Background: an optimization exercise with open tools, aiming at small area, a short achievable clock period and few clock cycles per item. Do not read the settings as production practice.

== red ==
Design dot, start of the top module:
module dot(input logic clk, input logic rst_n,
          output logic slave_waitrequest,
          input logic [3:0] slave_address,
          input logic slave_read, output logic [31:0] slave_readdata,
          input logic slave_write, input logic [31:0] slave_writedata,
          input logic master_waitrequest,
          output logic [31:0] master_address,
          output logic master_read, input logic [31:0] master_readdata, input logic master_readdatavalid,
          output logic master_write, output logic [31:0] master_writedata);
logic [31:0] wbase, xbase;
logic [15:0] len;
logic        busy;       
logic        issuing;    
logic [15:0] nic;        
logic        nph;        
logic [2:0]  oc;         
logic        rph;        
logic        pa, pb;     
logic        ready;      
logic [31:0] wr, xr;
logic [15:0] br;         
logic        xs;         
logic        c16;
logic [7:0]  gq;         
logic [7:1]  pq;         
logic [47:0] as_q, ac_q;   
logic [31:0] as_r, ac_r;   
assign as_r = as_q[31:0];
assign ac_r = ac_q[31:0];
logic accept, load, start, wvalid;
assign accept = master_read & ~master_waitrequest;
assign start  = slave_write & (slave_address == 4'd0) & ~busy;
assign load   = busy & issuing & (~master_read | accept) & (oc <= 3'd5);
assign wvalid = master_readdatavalid & rph;
logic [31:0] next_addr;
  ...
Size: about 2,800 cells after synthesis, roughly 170 I/O pins, ~28,000 µm² of cells after synthesis.
Settings: LEC_CHECK=0, CAP_MARGIN=20, CORE_MARGIN=2, CORE_UTILIZATION=40, PLACE_DENSITY=0.6, SLEW_MARGIN=20, SYNTH_HIERARCHICAL=1, SYNTH_MINIMUM_KEEP_SIZE=0; clock period 11.0 ns.
run.sh (not shown) runs the stock make flow with config.mk's settings and CLKGATE_MAP_FILE= SYNTH_SCRIPT=/design/flow/synth_recipe.tcl, a recipe that flattens the netlist after the stock synthesis.
red was carried through to the last stage, and its layout satisfied the timing, DRC and antenna checks.
Setup changes, red to green
diff --git a/flow/design.v b/flow/design.v
--- a/flow/design.v
+++ b/flow/design.v
@@ -11,40 +11,38 @@
 logic [15:0] len;
 logic        busy;       
 logic        issuing;    
 logic [15:0] nic;        
 logic        nph;        
 logic [2:0]  oc;         
 logic        rph;        
 logic        pa, pb;     
 logic        ready;      
+logic        clr;        
 logic [31:0] wr, xr;
 logic [15:0] br;         
 logic        xs;         
 logic        c16;
-logic [7:0]  gq;         
-logic [7:1]  pq;         
-logic [47:0] as_q, ac_q;   
-logic [31:0] as_r, ac_r;   
-assign as_r = as_q[31:0];
-assign ac_r = ac_q[31:0];
+logic [3:0]  gq;         
+logic [3:1]  pq;         
+logic [31:0] as_r, ac_r;
 logic accept, load, start, wvalid;
 assign accept = master_read & ~master_waitrequest;
 assign start  = slave_write & (slave_address == 4'd0) & ~busy;
 assign load   = busy & issuing & (~master_read | accept) & (oc <= 3'd5);
 assign wvalid = master_readdatavalid & rph;
 logic [31:0] next_addr;
 assign next_addr = (nph ? wbase : xbase) + {14'd0, nic, 2'b00};
 always_ff @(posedge clk) begin
    if (!rst_n) begin
       wbase <= 0; xbase <= 0; len <= 0;
       busy <= 0; issuing <= 0; nic <= 0; nph <= 0; oc <= 0; rph <= 0;
-      pa <= 0; pb <= 0; ready <= 0;
+      pa <= 0; pb <= 0; ready <= 0; clr <= 0;
       master_read <= 0; master_address <= 0;
    end else begin
       if (!busy && slave_write) begin
          case (slave_address)
             4'd2: wbase <= slave_writedata;
             4'd3: xbase <= slave_writedata;
             4'd5: len <= slave_writedata[15:0];
             default: ;
          endcase
@@ -63,32 +61,34 @@
          if (nph) nic <= nic + 1'b1;
          if (nph && (nic + 1'b1 == len)) issuing <= 0;
       end else if (accept) begin
          master_read <= 0;
       end
       oc <= oc + {2'b0, accept} - {2'b0, master_readdatavalid};
       if (master_readdatavalid) rph <= ~rph;
       pa <= wvalid;
       pb <= pa;
-      ready <= busy & ~start & ~issuing & ~master_read & (oc == 0) & ~pa & ~pb & ~wvalid
+      clr <= start;
+      ready <= busy & ~start & ~clr & ~issuing & ~master_read & (oc == 0) & ~pa & ~pb & ~wvalid
                & ~(|(as_r & ac_r));
    end
 end
 always_ff @(posedge clk) begin
    if (master_readdatavalid & ~rph) xr <= master_readdata;
    if (wvalid) wr <= master_readdata;
    br <= wvalid ? xr[15:0] : pa ? xr[31:16] : 16'd0;
 end
 assign xs = xr[31];
-logic [47:0] ts_n, tc_n;
-logic [47:0] as_in_n, ac_in_n;
-assign as_in_n = ~as_q;
-assign ac_in_n = ~ac_q;
+logic [47:0] as_in_n, ac_in_n, ts_n, tc_n;
+logic sel_lo;
+assign sel_lo = ~pa & ~clr;
+assign as_in_n = ~(({48{pa}} & {as_r, 16'd0}) | ({48{sel_lo}} & {16'd0, as_r}));
+assign ac_in_n = ~(({48{pa}} & {ac_r, 16'd0}) | ({48{sel_lo}} & {16'd0, ac_r}));
 logic t629;
 logic t630;
 logic t633;
 logic t634;
 logic t637;
 logic t638;
 logic t641;
 logic t642;
 logic t645;
@@ -1880,43 +1880,34 @@
 assign tc_n[43] = t2842;
 assign ts_n[44] = t2849;
 assign tc_n[44] = t2846;
 assign ts_n[45] = t2850;
 assign tc_n[45] = t2853;
 assign ts_n[46] = t2857;
 assign tc_n[46] = t2854;
 assign ts_n[47] = t2861;
 assign tc_n[47] = t2858;
-logic nxa, nxb;
-assign nxa = wvalid;
-assign nxb = ~pa & ~wvalid & ~start;
 logic [15:0] g, p;
-logic [7:0] gg, pp;
+logic [3:0] gg, pp;
 assign g = ~(ts_n[15:0] | tc_n[15:0]);
 assign p = ~(ts_n[15:0] & tc_n[15:0]);
 genvar gi;
-generate for (gi = 0; gi < 8; gi++) begin : grp
-   assign gg[gi] = g[2*gi+1] | (p[2*gi+1] & g[2*gi]);
-   assign pp[gi] = p[2*gi+1] & p[2*gi];
+generate for (gi = 0; gi < 4; gi++) begin : grp
+   assign gg[gi] = g[4*gi+3] | (p[4*gi+3] & g[4*gi+2]) | (p[4*gi+3] & p[4*gi+2] & g[4*gi+1])
+                 | (p[4*gi+3] & p[4*gi+2] & p[4*gi+1] & g[4*gi]);
+   assign pp[gi] = &p[4*gi +: 4];
 end endgenerate
-logic [7:0] cg;    
-assign cg[0] = gq[0];
-generate for (gi = 1; gi < 8; gi++) begin : cch
-   assign cg[gi] = gq[gi] | (pq[gi] & cg[gi-1]);
-end endgenerate
-assign c16 = cg[7];
+assign c16 = gq[3] | (pq[3] & gq[2]) | (pq[3] & pq[2] & gq[1]) | (pq[3] & pq[2] & pq[1] & gq[0]);
 always_ff @(posedge clk) begin
-   gq <= pa ? gg : 8'd0;
-   pq <= pa ? pp[7:1] : 7'd0;
-   as_q <= ({48{pa}} & {16'd0, ~ts_n[47:16]}) | ({48{nxa}} & {~ts_n[31:0], 16'd0})
-         | ({48{nxb}} & {16'd0, ~ts_n[31:0]});
-   ac_q <= ({48{pa}} & {16'd0, ~tc_n[47:16]}) | ({48{nxa}} & {~tc_n[31:0], 16'd0})
-         | ({48{nxb}} & {16'd0, ~tc_n[31:0]});
+   gq <= pa ? gg : 4'd0;
+   pq <= pa ? pp[3:1] : 3'd0;
+   as_r <= ~(pa ? ts_n[47:16] : ts_n[31:0]);
+   ac_r <= ~(pa ? tc_n[47:16] : tc_n[31:0]);
 end
 assign slave_waitrequest = busy & ~ready;
 assign slave_readdata = as_r | ac_r;
 assign master_write = 1'b0;
 assign master_writedata = 32'd0;
 endmodule
 module dot_fa(input logic a, input logic b, input logic c, output logic s, output logic co);
 assign s = a ^ b ^ c;
 assign co = (a & b) | (a & c) | (b & c);
Findings:
- The routed wire length in green sits about 3.7% above the value recorded for red.
- Per the comparison of green with red, final critical path time including I/O delays and setup went up by 1.07 ns; number of clock buffers inserted by TritonCTS now sits lower; compound-cell area share of the yosys netlist lower.
- green: all stages complete, timing, DRC and antenna checks passed
- green reports a higher layout overhead on the synthesized area than red does.
No functional check of the RTL was part of any run of this note.

## static timing again, ports no longer ideal
Ports are ideal in the flow. The routed layouts listed here were re-timed in OpenROAD.
Step 1: set_driving_cell puts a clkbuf_16 on clk and a buf_2 on each other input, an assumption about the parent block.
Step 2 times the ports against the registers' clock, not the clock port: input delays grow and output delays shrink by t, the midpoint of the rising clock arrivals with the driver on.
Three values: ideal, step 1, step 2; two values: the first two.
| run | t, ns | setup WS [ns] | pins driven straight from the clock port |
|---|---|---|---|
| red | 0.599 | 6.140 / 6.140 / 5.908 | 1 |
| green | 0.625 | 5.074 / 5.074 / 5.074 | 1 |
After both steps setup and hold are still met in every run listed. For red, which loses most, drivers alone change the setup slack by 0.000 ns; drivers and shift together by -0.232 ns.
